This is an optimization exercise on Yosys and OpenROAD, whose aim is small area and a short achievable clock period, not a production implementation. At most, simulation tests tie the RTL to the original design; equivalence was not proved.

main:
==> module adc_mul, before the edit <==
module adc_mul
(
    input  logic         clk_i,
    input  logic         rst_i,
    input  logic [11:0]  x_i,
    input  logic [11:0]  y_i,
    input  logic [11:0]  z_i,
    output logic [11:0]  fp_o
);
    localparam int C2 = 9;     
    localparam int C3 = 19;    
    localparam logic [24:0] DUPROW = 25'h0000000;
    logic [11:0] x1, y1, z1;
    always_ff @(posedge clk_i) begin
        x1 <= x_i;
        y1 <= y_i;
        z1 <= z_i;
    end
    logic [2:0] vld;
    always_ff @(posedge clk_i or posedge rst_i) begin
        if (rst_i) vld <= '0;
        else       vld <= {vld[1:0], 1'b1};
    end
    logic [10:0] ny1, nz1;
    logic [4:0]  sh1;
    logic        ge1;
    adc_norm u_norm (.x(x1), .y(y1), .z(z1), .ny(ny1), .nz(nz1), .sh(sh1), .ge(ge1));
    logic [13:0] ws [1:24];
    logic [13:0] wc [1:24];
    logic [13:0] yy1, zz1;
    assign yy1   = ge1 ? {3'b001, ny1} : {2'b01, ny1, 1'b0};
    assign zz1   = ~{3'b001, nz1};
    assign ws[1] = yy1 ^ zz1;
    assign wc[1] = {yy1[12:0] & zz1[12:0], 1'b1};
    logic [10:0] zt [1:3];
    logic [10:0] zb [1:3];
    assign zt[1] = nz1;
    assign zb[1] = ~nz1;
    logic [22:0] dp, dn;
    logic [13:0] rs [1:24];
    logic [13:0] rc [1:24];
    generate
        for (genvar j = 2; j <= 24; j++) begin : g_row
            localparam int ST = (j <= C2) ? 1 : (j <= C3) ? 2 : 3;
            srt_row #(.FIRST(j == 2), .DUP(DUPROW[j])) u_row (
                .s(rs[j-1]), .c(rc[j-1]), .z(zt[ST]), .zb(zb[ST]),
                .qp(dp[24-j]), .qn(dn[24-j]), .so(ws[j]),
                .co({wc[j][13:2], wc[j][0]}));
            assign wc[j][1] = 1'b0;
        end
        for (genvar k = 1; k <= 24; k++) begin : g_in
            if (k != C2 && k != C3) begin : g_w
                assign rs[k] = ws[k];
                assign rc[k] = wc[k];
            end
        end
    endgenerate
    logic [11:0] x2;
    logic [13:0] s2r;
    logic [13:1] c2r;
    logic [10:0] z2;
    logic [4:0]  sh2;
    logic [22:24-C2] p2, n2;
    always_ff @(posedge clk_i) begin
        x2  <= x1;
        s2r <= ws[C2];
        c2r <= wc[C2][13:1];
        z2  <= nz1;
        sh2 <= sh1;
        p2  <= dp[22:24-C2];
        n2  <= dn[22:24-C2];
    end
    assign rs[C2] = s2r;
    assign rc[C2] = {c2r, p2[24-C2]};     
    assign zt[2]  = z2;
    assign zb[2]  = ~z2;
    logic [11:0] x3;
    logic [13:0] s3r;
    logic [13:1] c3r;
    logic [10:0] z3;
    logic [4:0]  sh3;
    logic [22:24-C3] p3, n3;
    always_ff @(posedge clk_i) begin
        x3  <= x2;
        s3r <= ws[C3];
        c3r <= wc[C3][13:1];
        z3  <= z2;
        sh3 <= sh2;
        p3  <= {p2, dp[23-C2:24-C3]};
        n3  <= {n2, dn[23-C2:24-C3]};
    end
    assign rs[C3] = s3r;
    assign rc[C3] = {c3r, p3[24-C3]};
    assign zt[3]  = z3;
    assign zb[3]  = ~z3;
    logic [22:0] pp, nn, m;
    logic        neg;
    logic [35:12] p;
    logic [11:0] res;
    assign pp = {p3, dp[23-C3:0]};
    assign nn = {n3, dn[23-C3:0]};
    adc_sign  u_sign (.s(ws[24]), .c(wc[24]), .neg(neg));
    adc_conv #(.K(24 - C3)) u_conv (.p(pp), .n(nn), .neg(neg), .m(m));
    mul12x24  u_mul  (.x(x3), .m(m), .p(p));
    adc_shift u_shf  (.p(p), .sh(sh3), .res(res));
    always_ff @(posedge clk_i or posedge rst_i) begin
        if (rst_i)       fp_o <= '0;
        else if (vld[2]) fp_o <= res;
        else             fp_o <= '0;
    end
endmodule
==> module srt_row, before the edit <==
module srt_row #(parameter bit FIRST = 0, parameter bit DUP = 1)
    (input  logic [13:0] s, input logic [13:0] c,
     input  logic [10:0] z, input logic [10:0] zb,
     output logic qp, output logic qn,
     output logic [13:0] so, output logic [12:0] co);
    logic e3, nz3, qp1, qn1;
    srt_sel u_sel (.s(s[13:10]), .c(c[13:10]), .e3(e3), .nz(nz3));
    srt_drv u_d0 (.e3(e3), .nz(nz3), .qp(qp), .qn(qn));
    if (DUP) begin : g_dup
        srt_drv u_d1 (.e3(e3), .nz(nz3), .qp(qp1), .qn(qn1));
    end else begin : g_one
        assign qp1 = qp;
        assign qn1 = qn;
    end
    logic [13:0] cw;
    assign co = {cw[13:2], cw[0]};
    assign so[0] = (qp & zb[0]) | (qn & z[0]);
    assign cw[0] = qp;
    srt_bit u_b1 (.s(s[0]), .c(c[0]), .z(z[1]), .zb(zb[1]), .qp(qp), .qn(qn),
                  .so(so[1]), .co(cw[2]));
    if (FIRST) begin : g_first
        srt_bit u_b2 (.s(s[1]), .c(c[1]), .z(z[2]), .zb(zb[2]), .qp(qp), .qn(qn),
                      .so(so[2]), .co(cw[3]));
    end else begin : g_next
        srt_bith u_b2 (.s(s[1]), .z(z[2]), .zb(zb[2]), .qp(qp), .qn(qn),
                       .so(so[2]), .co(cw[3]));
    end
    for (genvar i = 3; i <= 10; i++) begin : g_b
        srt_bit u_b (.s(s[i-1]), .c(c[i-1]), .z(z[i]), .zb(zb[i]),
                     .qp(i < 7 ? qp : qp1), .qn(i < 7 ? qn : qn1),
                     .so(so[i]), .co(cw[i+1]));
    end
    adc_fa u_b11 (.a(s[10]), .b(c[10]), .c(qn1), .s(so[11]), .co(cw[12]));
    adc_fa u_b12 (.a(s[11]), .b(c[11]), .c(qp1), .s(so[12]), .co(cw[13]));
    assign so[13] = s[12] ^ c[12] ^ qp1;
endmodule
clock: 95.0 ns
lec_check: 0
cap_margin: 20
core_margin: 2
core_utilization: 40
slew_margin: 20
synth_hierarchical: 1
synth_minimum_keep_size: 0
standard.sh (not shown) runs the stock make flow with config.mk's settings and CLKGATE_MAP_FILE= SYNTH_SCRIPT=/design/flow/synth_recipe.tcl, a recipe that flattens the netlist after the stock synthesis.
==> flow/flow/run.sh <==
#!/bin/bash
# The standard layout (standard.sh), with the input and output ports
# buffered by sky130_fd_sc_hd__buf_2 cells instead of the cell buffer_ports picks
# by default, and clock tree synthesis asked for larger sink clusters so that
# the tree has fewer levels. Everything else, synthesis included, is the
# standard flow.
set -euo pipefail
export BUFFER_PORTS_ARGS="-buffer_cell sky130_fd_sc_hd__buf_2"
export CTS_ARGS="-sink_clustering_enable -repair_clock_nets -buf_list sky130_fd_sc_hd__clkbuf_16 -root_buf sky130_fd_sc_hd__clkbuf_16 -sink_clustering_size 30 -sink_clustering_max_diameter 120"
bash standard.sh > standard.log 2>&1
Input-level comparison between the feature branch and main:
--- a/flow/design.v
+++ b/flow/design.v
@@ -7,11 +7,10 @@
     input  logic [11:0]  z_i,
     output logic [11:0]  fp_o
 );
     localparam int C2 = 9;     
     localparam int C3 = 19;    
-    localparam logic [24:0] DUPROW = 25'h0000000;
     logic [11:0] x1, y1, z1;
     always_ff @(posedge clk_i) begin
         x1 <= x_i;
         y1 <= y_i;
         z1 <= z_i;
@@ -40,11 +39,11 @@
     logic [13:0] rs [1:24];
     logic [13:0] rc [1:24];
     generate
         for (genvar j = 2; j <= 24; j++) begin : g_row
             localparam int ST = (j <= C2) ? 1 : (j <= C3) ? 2 : 3;
-            srt_row #(.FIRST(j == 2), .DUP(DUPROW[j])) u_row (
+            srt_row #(.FIRST(j == 2)) u_row (
                 .s(rs[j-1]), .c(rc[j-1]), .z(zt[ST]), .zb(zb[ST]),
                 .qp(dp[24-j]), .qn(dn[24-j]), .so(ws[j]),
                 .co({wc[j][13:2], wc[j][0]}));
             assign wc[j][1] = 1'b0;
         end
@@ -134,24 +133,19 @@
     assign lz[1] = b[11:10] == 2'd0;
     assign c     = lz[1] ? {b[9:0], 2'd0} : b;
     assign lz[0] = ~c[11];
     assign n     = lz[0] ? {c[10:0], 1'b0} : c;
 endmodule
-module srt_row #(parameter bit FIRST = 0, parameter bit DUP = 1)
+module srt_row #(parameter bit FIRST = 0)
     (input  logic [13:0] s, input logic [13:0] c,
      input  logic [10:0] z, input logic [10:0] zb,
      output logic qp, output logic qn,
      output logic [13:0] so, output logic [12:0] co);
     logic e3, nz3, qp1, qn1;
     srt_sel u_sel (.s(s[13:10]), .c(c[13:10]), .e3(e3), .nz(nz3));
     srt_drv u_d0 (.e3(e3), .nz(nz3), .qp(qp), .qn(qn));
-    if (DUP) begin : g_dup
-        srt_drv u_d1 (.e3(e3), .nz(nz3), .qp(qp1), .qn(qn1));
-    end else begin : g_one
-        assign qp1 = qp;
-        assign qn1 = qn;
-    end
+    srt_drv u_d1 (.e3(e3), .nz(nz3), .qp(qp1), .qn(qn1));
     logic [13:0] cw;
     assign co = {cw[13:2], cw[0]};
     assign so[0] = (qp & zb[0]) | (qn & z[0]);
     assign cw[0] = qp;
     srt_bit u_b1 (.s(s[0]), .c(c[0]), .z(z[1]), .zb(zb[1]), .qp(qp), .qn(qn),
### Flow results
~same maximum frequency from static timing analysis in the feature branch and main. Going from main to the feature branch, number of non-filler instances in the completed layout increased by about 1.1% relative to the old numbers; post-synthesis instance total increased by 46 relative to the old numbers. Post-synthesis instance area in the feature branch is 200 sq um above main. As far as number of buffers between clock root and the deepest sink goes, the feature branch and main are indistinguishable; the numbers are identical. Summary of the feature branch over main: multi-input combinational gate total went up, die area went up, wire length reported by the detailed router went up, final design instance area without fill went up, global-route usage did not really move. The via count of the first global-routing pass of the feature branch is higher than that of main. main has a lower global-route wire length before repair than the feature branch.
No functional check of the RTL was part of main.

[what the ideal ports hide]
No port has a modelled driver above. Below, the same layouts with a new extraction and two added sets of constraints.
Step 1 assumes that a clkbuf_16 drives the clock port and a buf_2 every other input.
Step 2 moves the port delays by t, midway between the first and last clock arrival at a register: inputs arrive t later, outputs are due t later. That takes back most of the time a late clock gives input paths.
Three values: ideal ports, drivers, drivers and shift; two values: the first two.
run | t, ns | slack for setup (ns) | cell pins on the clock port's net
main | 0.538 | 74.985 / 74.929 / 75.138 | 1
the feature branch | 0.540 | 75.001 / 74.947 / 75.487 | 1
After both steps setup and hold are still met in every run listed.
